What follows belongs to an exercise in optimizing a design on an open flow for small area and a short achievable clock period; a production flow would make more cautious choices.
Only simulation tests tie the RTL to the original design; equivalence was not proved.

**design/flow/constraint.sdc**
```tcl
create_clock -name core_clock -period 5.0 [get_ports {clk}]
set_input_delay 1.0000 -clock core_clock [delete_from_list [all_inputs] [get_ports {clk}]]
set_output_delay 1.0000 -clock core_clock [all_outputs]
set_load 0.01 [all_outputs]
```
**design/flow/config.mk**
```make
export PLATFORM = sky130hd
export DESIGN_NAME = cordic_stream
export DESIGN_NICKNAME = cordic_stream
export VERILOG_FILES = /design/flow/design.v
export SDC_FILE = /design/flow/constraint.sdc
export NUM_CORES = 4
export LEC_CHECK = 0
export CAP_MARGIN = 20
export CORE_MARGIN = 2
export CORE_UTILIZATION = 55
export SETUP_SLACK_MARGIN = 2.5
export SLEW_MARGIN = 20
```
**design/flow/run.sh**
```bash
#!/bin/bash
# synth_recipe.tcl (not shown) runs the flow's synth.tcl, then flattens the netlist and writes it again
# the make line also repeats each setting of config.mk as NAME=value (left out here)
make -C /OpenROAD-flow-scripts/flow DESIGN_CONFIG=/design/flow/config.mk WORK_HOME=/design/flow/orfs CLKGATE_MAP_FILE= SYNTH_SCRIPT=/design/flow/synth_recipe.tcl finish
```
**design/flow/design.v**
```verilog
module cordic_single_stage #(parameter K = 0, parameter [15:0] ATAN = 16'd0) (
  input  wire [15:0] x_in,
  input  wire [15:0] y_in,
  input  wire [15:0] z_in,
  output wire [15:0] x_out,
  output wire [15:0] y_out,
  output wire [15:0] z_out
);
  wire [31:0] xe = {{16{x_in[15]}}, x_in};
  wire [31:0] ye = {{16{y_in[15]}}, y_in};
  wire [15:0] sx = xe[K +: 16];
  wire [15:0] sy = ye[K +: 16];
  wire n = ~z_in[15];
  wire m = z_in[15];
  cordic_add_xy ax (.a(x_in), .b(sy ^ {16{n}}), .cin(n), .s(x_out));
  cordic_add_xy ay (.a(y_in), .b(sx ^ {16{m}}), .cin(m), .s(y_out));
  cordic_add_z  az (.a(z_in), .b(ATAN ^ {16{n}}), .cin(n), .s(z_out));
endmodule
module cordic_add_xy (input wire [15:0] a, input wire [15:0] b, input wire cin, output wire [15:0] s);
  wire [15:0] p = a ^ b;
  wire [15:0] g0 = a & b;
  wire [15:0] gg0 = {g0[15:1], g0[0] | (p[0] & cin)};
  wire [15:0] pp0 = p;
  wire g1_1 = gg0[1] | (pp0[1] & gg0[0]);
  wire p1_1 = pp0[1] & pp0[0];
  wire g1_3 = gg0[3] | (pp0[3] & gg0[2]);
  wire p1_3 = pp0[3] & pp0[2];
  wire g1_5 = gg0[5] | (pp0[5] & gg0[4]);
  wire p1_5 = pp0[5] & pp0[4];
  wire g1_7 = gg0[7] | (pp0[7] & gg0[6]);
  wire p1_7 = pp0[7] & pp0[6];
  wire g1_9 = gg0[9] | (pp0[9] & gg0[8]);
  wire p1_9 = pp0[9] & pp0[8];
  wire g1_11 = gg0[11] | (pp0[11] & gg0[10]);
  wire p1_11 = pp0[11] & pp0[10];
  wire g1_13 = gg0[13] | (pp0[13] & gg0[12]);
  wire p1_13 = pp0[13] & pp0[12];
  wire g1_15 = gg0[15] | (pp0[15] & gg0[14]);
  wire p1_15 = pp0[15] & pp0[14];
  wire g2_2 = gg0[2] | (pp0[2] & g1_1);
  wire p2_2 = pp0[2] & p1_1;
  wire g2_3 = g1_3 | (p1_3 & g1_1);
  wire p2_3 = p1_3 & p1_1;
  wire g2_6 = gg0[6] | (pp0[6] & g1_5);
  wire p2_6 = pp0[6] & p1_5;
  wire g2_7 = g1_7 | (p1_7 & g1_5);
  wire p2_7 = p1_7 & p1_5;
  wire g2_10 = gg0[10] | (pp0[10] & g1_9);
  wire p2_10 = pp0[10] & p1_9;
  wire g2_11 = g1_11 | (p1_11 & g1_9);
  wire p2_11 = p1_11 & p1_9;
  wire g2_14 = gg0[14] | (pp0[14] & g1_13);
  wire p2_14 = pp0[14] & p1_13;
  wire g2_15 = g1_15 | (p1_15 & g1_13);
  wire p2_15 = p1_15 & p1_13;
  wire g3_4 = gg0[4] | (pp0[4] & g2_3);
  wire p3_4 = pp0[4] & p2_3;
  wire g3_5 = g1_5 | (p1_5 & g2_3);
  wire p3_5 = p1_5 & p2_3;
  wire g3_6 = g2_6 | (p2_6 & g2_3);
  wire p3_6 = p2_6 & p2_3;
  wire g3_7 = g2_7 | (p2_7 & g2_3);
  wire p3_7 = p2_7 & p2_3;
  wire g3_12 = gg0[12] | (pp0[12] & g2_11);
  wire p3_12 = pp0[12] & p2_11;
  wire g3_13 = g1_13 | (p1_13 & g2_11);
  wire p3_13 = p1_13 & p2_11;
  wire g3_14 = g2_14 | (p2_14 & g2_11);
  wire p3_14 = p2_14 & p2_11;
  wire g3_15 = g2_15 | (p2_15 & g2_11);
  wire p3_15 = p2_15 & p2_11;
  wire g4_8 = gg0[8] | (pp0[8] & g3_7);
  wire p4_8 = pp0[8] & p3_7;
  wire g4_9 = g1_9 | (p1_9 & g3_7);
  wire p4_9 = p1_9 & p3_7;
  wire g4_10 = g2_10 | (p2_10 & g3_7);
  wire p4_10 = p2_10 & p3_7;
  wire g4_11 = g2_11 | (p2_11 & g3_7);
  wire p4_11 = p2_11 & p3_7;
  wire g4_12 = g3_12 | (p3_12 & g3_7);
  wire p4_12 = p3_12 & p3_7;
  wire g4_13 = g3_13 | (p3_13 & g3_7);
  wire p4_13 = p3_13 & p3_7;
  wire g4_14 = g3_14 | (p3_14 & g3_7);
  wire p4_14 = p3_14 & p3_7;
  wire g4_15 = g3_15 | (p3_15 & g3_7);
  wire p4_15 = p3_15 & p3_7;
  wire [15:0] c = {g4_14, g4_13, g4_12, g4_11, g4_10, g4_9, g4_8, g3_7, g3_6, g3_5, g3_4, g2_3, g2_2, g1_1, gg0[0], cin};
  assign s = p ^ c;
endmodule
module cordic_add_z (input wire [15:0] a, input wire [15:0] b, input wire cin, output wire [15:0] s);
  wire [15:0] p = a ^ b;
  wire [15:0] g0 = a & b;
  wire [15:0] gg0 = {g0[15:1], g0[0] | (p[0] & cin)};
  wire [15:0] pp0 = p;
  wire g1_1 = gg0[1] | (pp0[1] & gg0[0]);
  wire p1_1 = pp0[1] & pp0[0];
  wire g2_2 = gg0[2] | (pp0[2] & g1_1);
  wire p2_2 = pp0[2] & p1_1;
  wire g3_3 = gg0[3] | (pp0[3] & g2_2);
  wire p3_3 = pp0[3] & p2_2;
  wire g4_4 = gg0[4] | (pp0[4] & g3_3);
  wire p4_4 = pp0[4] & p3_3;
  wire g5_5 = gg0[5] | (pp0[5] & g4_4);
  wire p5_5 = pp0[5] & p4_4;
  wire g6_6 = gg0[6] | (pp0[6] & g5_5);
  wire p6_6 = pp0[6] & p5_5;
  wire g7_7 = gg0[7] | (pp0[7] & g6_6);
  wire p7_7 = pp0[7] & p6_6;
  wire g8_8 = gg0[8] | (pp0[8] & g7_7);
  wire p8_8 = pp0[8] & p7_7;
  wire g9_9 = gg0[9] | (pp0[9] & g8_8);
  wire p9_9 = pp0[9] & p8_8;
  wire g10_10 = gg0[10] | (pp0[10] & g9_9);
  wire p10_10 = pp0[10] & p9_9;
  wire g11_11 = gg0[11] | (pp0[11] & g10_10);
  wire p11_11 = pp0[11] & p10_10;
  wire g12_12 = gg0[12] | (pp0[12] & g11_11);
  wire p12_12 = pp0[12] & p11_11;
  wire g13_13 = gg0[13] | (pp0[13] & g12_12);
  wire p13_13 = pp0[13] & p12_12;
  wire g14_14 = gg0[14] | (pp0[14] & g13_13);
  wire p14_14 = pp0[14] & p13_13;
  wire g15_15 = gg0[15] | (pp0[15] & g14_14);
  wire p15_15 = pp0[15] & p14_14;
  wire [15:0] c = {g14_14, g13_13, g12_12, g11_11, g10_10, g9_9, g8_8, g7_7, g6_6, g5_5, g4_4, g3_3, g2_2, g1_1, gg0[0], cin};
  assign s = p ^ c;
endmodule
module cordic_pipeline (
  input  wire        clk,
  input  wire [15:0] x0,
  input  wire [15:0] y0,
  input  wire [15:0] z0,
  output wire [15:0] out_x,
  output wire [15:0] out_y,
  output wire [15:0] out_z
);
  wire [15:0] xc0 = x0, yc0 = y0, zc0 = z0;
  wire [15:0] xn0, yn0, zn0;
  cordic_single_stage #(.K(0), .ATAN(16'd804)) it0 (
    .x_in(xc0), .y_in(yc0), .z_in(zc0), .x_out(xn0), .y_out(yn0), .z_out(zn0));
  reg [15:0] xr0, yr0, zr0;
  always @(posedge clk) begin
    xr0 <= xn0; yr0 <= yn0; zr0 <= zn0;
  end
  wire [15:0] xc1 = xr0, yc1 = yr0, zc1 = zr0;
  wire [15:0] xn1, yn1, zn1;
  cordic_single_stage #(.K(1), .ATAN(16'd474)) it1 (
    .x_in(xc1), .y_in(yc1), .z_in(zc1), .x_out(xn1), .y_out(yn1), .z_out(zn1));
  reg [15:0] xr1, yr1, zr1;
  always @(posedge clk) begin
    xr1 <= xn1; yr1 <= yn1; zr1 <= zn1;
  end
  wire [15:0] xc2 = xr1, yc2 = yr1, zc2 = zr1;
  wire [15:0] xn2, yn2, zn2;
  cordic_single_stage #(.K(2), .ATAN(16'd250)) it2 (
    .x_in(xc2), .y_in(yc2), .z_in(zc2), .x_out(xn2), .y_out(yn2), .z_out(zn2));
  reg [15:0] xr2, yr2, zr2;
  always @(posedge clk) begin
    xr2 <= xn2; yr2 <= yn2; zr2 <= zn2;
  end
  wire [15:0] xc3 = xr2, yc3 = yr2, zc3 = zr2;
  wire [15:0] xn3, yn3, zn3;
  cordic_single_stage #(.K(3), .ATAN(16'd127)) it3 (
    .x_in(xc3), .y_in(yc3), .z_in(zc3), .x_out(xn3), .y_out(yn3), .z_out(zn3));
  reg [15:0] xr3, yr3, zr3;
  always @(posedge clk) begin
    xr3 <= xn3; yr3 <= yn3; zr3 <= zn3;
  end
  wire [15:0] xc4 = xr3, yc4 = yr3, zc4 = zr3;
  wire [15:0] xn4, yn4, zn4;
  cordic_single_stage #(.K(4), .ATAN(16'd63)) it4 (
    .x_in(xc4), .y_in(yc4), .z_in(zc4), .x_out(xn4), .y_out(yn4), .z_out(zn4));
  reg [15:0] xr4, yr4, zr4;
  always @(posedge clk) begin
    xr4 <= xn4; yr4 <= yn4; zr4 <= zn4;
  end
  wire [15:0] xc5 = xr4, yc5 = yr4, zc5 = zr4;
  wire [15:0] xn5, yn5, zn5;
  cordic_single_stage #(.K(5), .ATAN(16'd31)) it5 (
    .x_in(xc5), .y_in(yc5), .z_in(zc5), .x_out(xn5), .y_out(yn5), .z_out(zn5));
  reg [15:0] xr5, yr5, zr5;
  always @(posedge clk) begin
    xr5 <= xn5; yr5 <= yn5; zr5 <= zn5;
  end
  wire [15:0] xc6 = xr5, yc6 = yr5, zc6 = zr5;
  wire [15:0] xn6, yn6, zn6;
  cordic_single_stage #(.K(6), .ATAN(16'd15)) it6 (
    .x_in(xc6), .y_in(yc6), .z_in(zc6), .x_out(xn6), .y_out(yn6), .z_out(zn6));
  reg [15:0] xr6, yr6, zr6;
  always @(posedge clk) begin
    xr6 <= xn6; yr6 <= yn6; zr6 <= zn6;
  end
  wire [15:0] xc7 = xr6, yc7 = yr6, zc7 = zr6;
  wire [15:0] xn7, yn7, zn7;
  cordic_single_stage #(.K(7), .ATAN(16'd7)) it7 (
    .x_in(xc7), .y_in(yc7), .z_in(zc7), .x_out(xn7), .y_out(yn7), .z_out(zn7));
  reg [15:0] xr7, yr7, zr7;
  always @(posedge clk) begin
    xr7 <= xn7; yr7 <= yn7; zr7 <= zn7;
  end
  wire [15:0] xc8 = xr7, yc8 = yr7, zc8 = zr7;
  wire [15:0] xn8, yn8, zn8;
  cordic_single_stage #(.K(8), .ATAN(16'd3)) it8 (
    .x_in(xc8), .y_in(yc8), .z_in(zc8), .x_out(xn8), .y_out(yn8), .z_out(zn8));
  reg [15:0] xr8, yr8, zr8;
  always @(posedge clk) begin
    xr8 <= xn8; yr8 <= yn8; zr8 <= zn8;
  end
  wire [15:0] xc9 = xr8, yc9 = yr8, zc9 = zr8;
  wire [15:0] xn9, yn9, zn9;
  cordic_single_stage #(.K(9), .ATAN(16'd1)) it9 (
    .x_in(xc9), .y_in(yc9), .z_in(zc9), .x_out(xn9), .y_out(yn9), .z_out(zn9));
  reg [15:0] xr9, yr9, zr9;
  always @(posedge clk) begin
    xr9 <= xn9; yr9 <= yn9; zr9 <= zn9;
  end
  wire [15:0] xc10 = xr9, yc10 = yr9, zc10 = zr9;
  wire [15:0] xn10, yn10, zn10;
  cordic_single_stage #(.K(10), .ATAN(16'd0)) it10 (
    .x_in(xc10), .y_in(yc10), .z_in(zc10), .x_out(xn10), .y_out(yn10), .z_out(zn10));
  reg [15:0] xr10, yr10, zr10;
  always @(posedge clk) begin
    xr10 <= xn10; yr10 <= yn10; zr10 <= zn10;
  end
  wire [15:0] xc11 = xr10, yc11 = yr10, zc11 = zr10;
  assign out_x = xc11;
  assign out_y = yc11;
  assign out_z = zc11;
endmodule
module cordic_stream (
  input  wire        clk,
  input  wire        rst,
  input  wire        in_valid,
  input  wire [15:0] x0,
  input  wire [15:0] y0,
  input  wire [15:0] z0,
  output wire        out_valid,
  output wire [15:0] out_x,
  output wire [15:0] out_y,
  output wire [15:0] out_z
);
  reg [10:0] valid_sr;
  always @(posedge clk) begin
    if (rst)
      valid_sr <= 11'd0;
    else
      valid_sr <= {valid_sr[9:0], in_valid};
  end
  assign out_valid = valid_sr[10];
  cordic_pipeline core (
    .clk(clk), .x0(x0), .y0(y0), .z0(z0),
    .out_x(out_x), .out_y(out_y), .out_z(out_z)
  );
endmodule
```
==> run_results.csv, run 1 <==
group,metric,value,unit
cts,clk_latency,0.63,ns
layout,final_common_cell,"dfxtp_1",
logic_synthesis,ys_types,45,
global_routing,overflow,0,
worst_hold_path,hold_depth,0,
worst_setup_path,worst_r2r_path_depth,18,
timing,worst_pin_slew,0.647,ns
logic_synthesis,synth-async-reset-ratio,0,%
routing,wl_per_cell,15.0,µm
cts,cts_buffers,59,
routing,via_per_inst,4.92,
cts,clkTransAtPathRegs,0.06,ns
worst_setup_path,worstPathRequired,5.53,ns
timing,hold_violations,0,
placed_design,hpwlAfterDp,42900,µm
die,ioPinCount,100,
timing,slew_headroom,56.4,%
logic_synthesis,syn_inst,2877,
logic_synthesis,syn-cell-area,29900,µm²
routing,detail-route-antenna-nets,0,
logic_synthesis,syn_nets,3461,
die,die_w,237,µm
global_routing,grt_max_degree,31,
layout,num-fill-cells,3957,
flow_run,drv_cap,0,
routing,via_count,19200,
die,die_area,56300,µm²
cts,clockBufferDepth,3,
layout,area_delta_synth_final,26.8,%
worst_hold_path,hold_class,"register to register",
logic_synthesis,synth_flop_cell,"dfxtp_1",
routing,drt_iter0_markers,493,
cts,cts_sinks,539,
layout,multi_input_area,19400,µm²
placed_design,gp_congestion,0.812,
outcome,status,"failed layout checks",
timing,rsz0062_at_grt,"yes",
die,fp.dieH,237,µm
logic_synthesis,synth_top_area_share,36.1,%
logic_synthesis,ys_ff_latch,539,
layout,final_cell_mix,"dfxtp_1 (516), inv_1 (460), ha_1 (277)",
timing,skew,0.0219,ns
cts,hold_buffers,0,
timing,layout_min_cycle_time,5.68,ns
layout,num_antenna_cells,0,
timing,final_critical_path_setup_slack,-0.678,ns
outcome,check-failures,"negative setup slack",
cts,cts_tree,"yes",
worst_setup_path,crit_type,"register to register",
die,fp-row-count,85,
logic_synthesis,synth_area_leader_cell,"dfxtp_1",
die,core,53800,µm²
timing,slew_violations,0,
logic_synthesis,synth_area_per_cell,10.4,µm²
worst_setup_path,critPathMaxFanout,2,
placed_design,port_buffers,99,
logic_synthesis,synthTopCellsByArea,"dfxtp_1 (36%), fa_1 (16%), ha_1 (12%)",
global_routing,grt.total_usage,20.8,%
timing,timing.fmax,0.176,GHz
logic_synthesis,synth-edff-count,0,
routing,drt_wl_total,58600,µm
timing,post-route-period-util,114,%
placed_design,place_ws,-0.734,ns
logic_synthesis,yosysSeqAreaShare,36.1,%
worst_setup_path,worstPathArrival,6.21,ns
timing,setup_viol,17,
routing,drtPass1Iterations,5,
cts,htreeDepth,2,
global_routing,first_global_vias,20100,
layout,fin_nets,3744,
layout,register_area,10800,µm²
worst_setup_path,worst_setup_path_start_kind,"register",
routing,drc,0,
cts,cts-root-buf,"clkbuf_16",
global_routing,antenna_found_initial,0,
layout,drive_above_1_share,26.5,%
worst_setup_path,critPathCaptureType,"register",
die,initial_core_util,55.6,%
global_routing,grt_pass1_wl,95300,µm
logic_synthesis,yosysWarnings,2,
through the flow:
stage	util [%]	hold slack [ns]	instances	cell area, µm²	setup TNS, ns
2_1_floorplan	-	0.379	2877	31300	-12.98
3_3_place_gp	61.0	0.317	3667	32900	-5.11
3_5_place_dp	61.0	0.313	3667	32900	-6.51
4_1_cts	66.9	0.327	3816	36000	-5.16
5_1_grt	70.5	0.329	3901	37900	-7.23
6_report	70.5	0.328	3901	37900	-5.10
worst paths after layout:
| check | endpoint | slack (ns) | startpoint |
|---|---|---|---|
| worst max-delay path | core.zr10[14]$_DFF_P_ | -0.68 | core.zr9[15]$_DFF_P_ |
| worst min-delay path | core.zr2[0]$_DFF_P_ | 0.33 | core.zr1[0]$_DFF_P_ |
| worst min register to register | core.zr2[0]$_DFF_P_ | 0.33 | core.zr1[0]$_DFF_P_ |
| worst max register to register | core.zr10[14]$_DFF_P_ | -0.68 | core.zr9[15]$_DFF_P_ |
cells in the mapped netlist, drive strengths merged, types with 4 or more instances:
master / instances
a21oi: 132
and3: 8
xnor2: 275
a21boi: 12
ha: 295
nand3: 17
nor3: 57
a31oi: 4
o2111ai: 21
o21a: 58
clkbuf: 15
nor2: 183
o21ai: 50
xor2: 178
buf: 21
o21bai: 7
or3: 7
o211a: 6
nand2: 62
and4: 12
a21o: 39
dfxtp: 539
nand4: 10
o221ai: 9
o41ai: 12
mux2i: 11
fa: 238
inv: 550
and2: 6
nor2b: 32
kinds of logic (layout without fill, tap and decap cells):
kind of cell / Yosys count / in the layout / synth area share [%]
simple gates: 399 / 399 / 6.14
fa+ha+maj: 533 / 533 / 28.3
xor+xnor: 453 / 453 / 13.3
buf+inv: 586 / 914 / 7.39
flops: 539 / 539 / 36.1
mux: 11 / 11 / 0.368
compound gates: 356 / 356 / 8.48
layout make-up:
class | instances | area share (%)
Clock buffer | 79 | 4.30
Tap cell | 696 | 2.30
Sequential cell | 539 | 28.6
Multi-Input combinational cell | 1752 | 51.2
Clock inverter | 27 | 0.871
Inverter | 550 | 5.52
Timing Repair Buffer | 258 | 7.21
worst max-delay path: stages, from the launching register on:
cell	delay [ns]
dfxtp_4	0.36
inv_8	0.06
ha_4	0.11
nor2_2	0.04
fa_2	0.34
fa_2	0.35
fa_2	0.35
fa_2	0.35
fa_2	0.35
fa_2	0.34
fa_2	0.35
fa_2	0.35
fa_2	0.35
fa_2	0.35
fa_2	0.34
fa_2	0.34
fa_2	0.35
fa_1	0.48
inv_1	0.04
repair_timing:
| item | CTS | global route |
|---|---|---|
| buffers inserted | 36 | 85 |
| gates cloned | 7 | 0 |
| gates resized for setup | 187 | 261 |
| setup endpoints to repair | 399 | 340 |
| pin swaps | 92 | 117 |
per-layer routing:
layer | wire [µm] | part of all wire, % | global-route usage, %
met1 | 24300 | 41 | 24.6
met2 | 31600 | 54 | 39.3
met3 | 1550 | 2.7 | 3.08
met4 | 1180 | 2.0 | 5.34
met5 | 0 | 0 | 0
==> run 2: changes to the inputs <==
--- a/design/flow/config.mk
+++ b/design/flow/config.mk
@@ -7,6 +7,5 @@
 export LEC_CHECK = 0
 export CAP_MARGIN = 20
 export CORE_MARGIN = 2
-export CORE_UTILIZATION = 55
-export SETUP_SLACK_MARGIN = 2.5
+export CORE_UTILIZATION = 40
 export SLEW_MARGIN = 20
==> run_results.csv, run 2 <==
group,metric,value,unit
layout,final_common_cell,"dfxtp_1",
routing,via_per_inst,4.54,
layout,utilization,46.9,%
logic_synthesis,synth_area_per_cell,10.4,µm²
worst_setup_path,critPathCaptureType,"register",
worst_hold_path,hold_depth,0,
timing,rsz0062_at_grt,"yes",
placed_design,placed_area,32700,µm²
worst_setup_path,worstPathRequired,5.50,ns
timing,layout_min_cycle_time,5.73,ns
logic_synthesis,syn_nets,3461,
logic_synthesis,syn-cell-area,29900,µm²
placed_design,hpwlAfterDp,43200,µm
routing,drt_iter0_markers,592,
layout,fin_nets,3622,
worst_setup_path,rrSetupSlack,-0.73,ns
logic_synthesis,synthTopCellsByArea,"dfxtp_1 (36%), fa_1 (16%), ha_1 (12%)",
placed_design,port_buffers,99,
timing,skew,0.0557,ns
worst_setup_path,startpoint,"core.zr9[15]$_DFF_P_",
die,fp-row-count,100,
worst_setup_path,critPathMaxFanout,2,
worst_hold_path,min_to,"core.zr2[0]$_DFF_P_",
layout,drive_above_1_share,11.8,%
global_routing,grt.total_usage,13.7,%
timing,setup_viol,19,
timing,slew_violations,0,
die,fp.dieH,277,µm
logic_synthesis,synth_flop_cell,"dfxtp_1",
cts,cts-root-buf,"clkbuf_16",
cts,cts_buffers,59,
timing,timing.fmax,0.174,GHz
worst_setup_path,worstPathArrival,6.23,ns
timing,post-route-period-util,115,%
placed_design,gp_congestion,0.878,
global_routing,grt_pass1_wl,88300,µm
routing,drtPass1Iterations,5,
global_routing,antenna_found_initial,1,
die,initial_core_util,40.3,%
die,die_w,277,µm
die,core,74200,µm²
logic_synthesis,ys_ff_latch,539,
worst_setup_path,r2r-start,"core.zr9[15]$_DFF_P_",
worst_setup_path,crit_type,"register to register",
routing,drt_wl_total,52400,µm
cts,clkTransAtPathRegs,0.06,ns
timing,finalHoldWorstSlack,0.330,ns
routing,drc,0,
routing,detail-route-antenna-nets,0,
worst_hold_path,hold_class,"register to register",
cts,htreeDepth,2,
timing,slew_headroom,43.7,%
timing,final_critical_path_setup_slack,-0.732,ns
routing,via_count,18400,
global_routing,grt_max_degree,31,
cts,clockBufferDepth,3,
logic_synthesis,synth_most_common_cell,"inv_1",
outcome,check-failures,"negative setup slack",
routing,wl_per_cell,12.9,µm
worst_setup_path,regToRegEndpoint,"core.zr10[14]$_DFF_P_",
worst_hold_path,holdCritStartpoint,"core.zr1[0]$_DFF_P_",
flow_run,drv_cap,0,
placed_design,place_inst,3945,
global_routing,overflow,0,
cts,clk_latency,0.65,ns
logic_synthesis,yosysSeqAreaShare,36.1,%
die,ioPinCount,100,
global_routing,first_global_vias,19200,
layout,num_antenna_cells,0,
cts,cts_sinks,539,
layout,area_delta_synth_final,16.4,%
die,die_area,77000,µm²
logic_synthesis,synth_top_area_share,36.1,%
timing,hold_violations,0,
cts,cts_tree,"yes",
cts,hold_buffers,0,
logic_synthesis,synth_area_leader_cell,"dfxtp_1",
worst_setup_path,worst_r2r_path_depth,18,
logic_synthesis,synth-async-reset-ratio,0,%
layout,instances_no_fill,4056,
outcome,status,"failed layout checks",
layout,final_cell_mix,"dfxtp_1 (518), inv_1 (516), ha_1 (293)",
worst_setup_path,worst_setup_path_start_kind,"register",
logic_synthesis,ys_types,45,
timing,worst_pin_slew,0.839,ns
layout,final_area,34800,µm²
logic_synthesis,syn_inst,2877,
logic_synthesis,yosysWarnings,2,
logic_synthesis,synth_common_cells,"inv_1 (550), dfxtp_1 (539), ha_1 (295)",
logic_synthesis,synth-edff-count,0,
[run 2: repair_timing]
action / CTS / global route
buffers inserted: 1 / 0
setup endpoints to repair: 19 / 22
resized for setup: 20 / 6
[run 2: logic make-up after synthesis]
| family | after synthesis | share of synthesized area (%) |
|---|---|---|
| mux | 11 | 0.368 |
| fa+ha+maj | 533 | 28.3 |
| compound gates | 356 | 8.48 |
| flops | 539 | 36.1 |
| simple gates | 399 | 6.14 |
| buf+inv | 586 | 7.39 |
| xor+xnor | 453 | 13.3 |
[run 2: critical path, cell delays in order (launching register included)]
cell and delay, ns:
dfxtp_4 0.36, inv_8 0.06, ha_4 0.11, nor2_2 0.04
fa_2 0.33, fa_2 0.35, fa_2 0.35, fa_2 0.35
fa_2 0.34, fa_2 0.34, fa_2 0.34, fa_2 0.35
fa_2 0.35, fa_2 0.34, fa_2 0.34, fa_2 0.35
fa_2 0.35, fa_1 0.48, inv_1 0.04
[run 2: worst max-delay path by stage]
| stage | to | slack (ns) | cells after the start |
|---|---|---|---|
| detailed placement | core.zr10[14]$_DFF_P_ | -0.74 | 18 |
| floorplan | core.zr10[14]$_DFF_P_ | -0.97 | 20 |
| global route | core.zr10[14]$_DFF_P_ | -0.87 | 18 |
| global placement | core.zr10[14]$_DFF_P_ | -0.71 | 18 |
| finish | core.zr10[14]$_DFF_P_ | -0.73 | 18 |
| CTS | core.zr10[14]$_DFF_P_ | -0.75 | 18 |
[run 2: layout make-up]
type	count	area (µm²)
Multi-Input combinational cell	1752	17300
Fill cell	6830	39400
Tap cell	969	1210
Inverter	550	2090
Sequential cell	539	10800
Timing Repair Buffer	136	1270
Clock buffer	82	1680
Clock inverter	28	424
[run 2: per-layer routing]
metal | wire, µm | GRT usage (%) | vias up
li1 | - | - | 9383
met1 | 22600 | 16.1 | 8700
met2 | 26800 | 25.5 | 236
met3 | 1690 | 2.06 | 92
met4 | 1350 | 4.18 | 0
met5 | 0 | 0 | -
[run 2: metrics by stage]
stage               setup TNS (ns)  worst slack (ns)
floorplan                   -12.62            -0.971
global placement             -5.74            -0.709
detailed placement           -6.89            -0.737
CTS                          -5.85            -0.746
global route                 -8.13            -0.874
finish                       -5.73            -0.732

==> re-timing with driven ports <==
Ports are ideal in the flow. The routed layouts listed here were re-timed in OpenROAD. Step 1 (the two cells are an assumption about what drives the block):
set clk [get_ports {clk}]
set_driving_cell -lib_cell sky130_fd_sc_hd__clkbuf_16 $clk
set_driving_cell -lib_cell sky130_fd_sc_hd__buf_2 [delete_from_list [all_inputs] $clk]
Step 2 also shifts input and output timing later by t, the mid clock arrival at the registers, as if the neighbouring blocks saw the same clock. Slacks: ideal / step 1 / step 2; pairs: ideal / step 1.
run | t (ns) | setup slack, ns | worst hold slack (ns) | worst setup path at the end | worst slew at a driven data input, ns
run 1 | 0.678 | -0.678 / -0.678 / -0.678 | 0.328 / 0.328 / 0.328 | register to register | 0.06
run 2 | 0.682 | -0.732 / -0.732 / -0.732 | 0.330 / 0.330 / 0.330 | register to register | 0.03
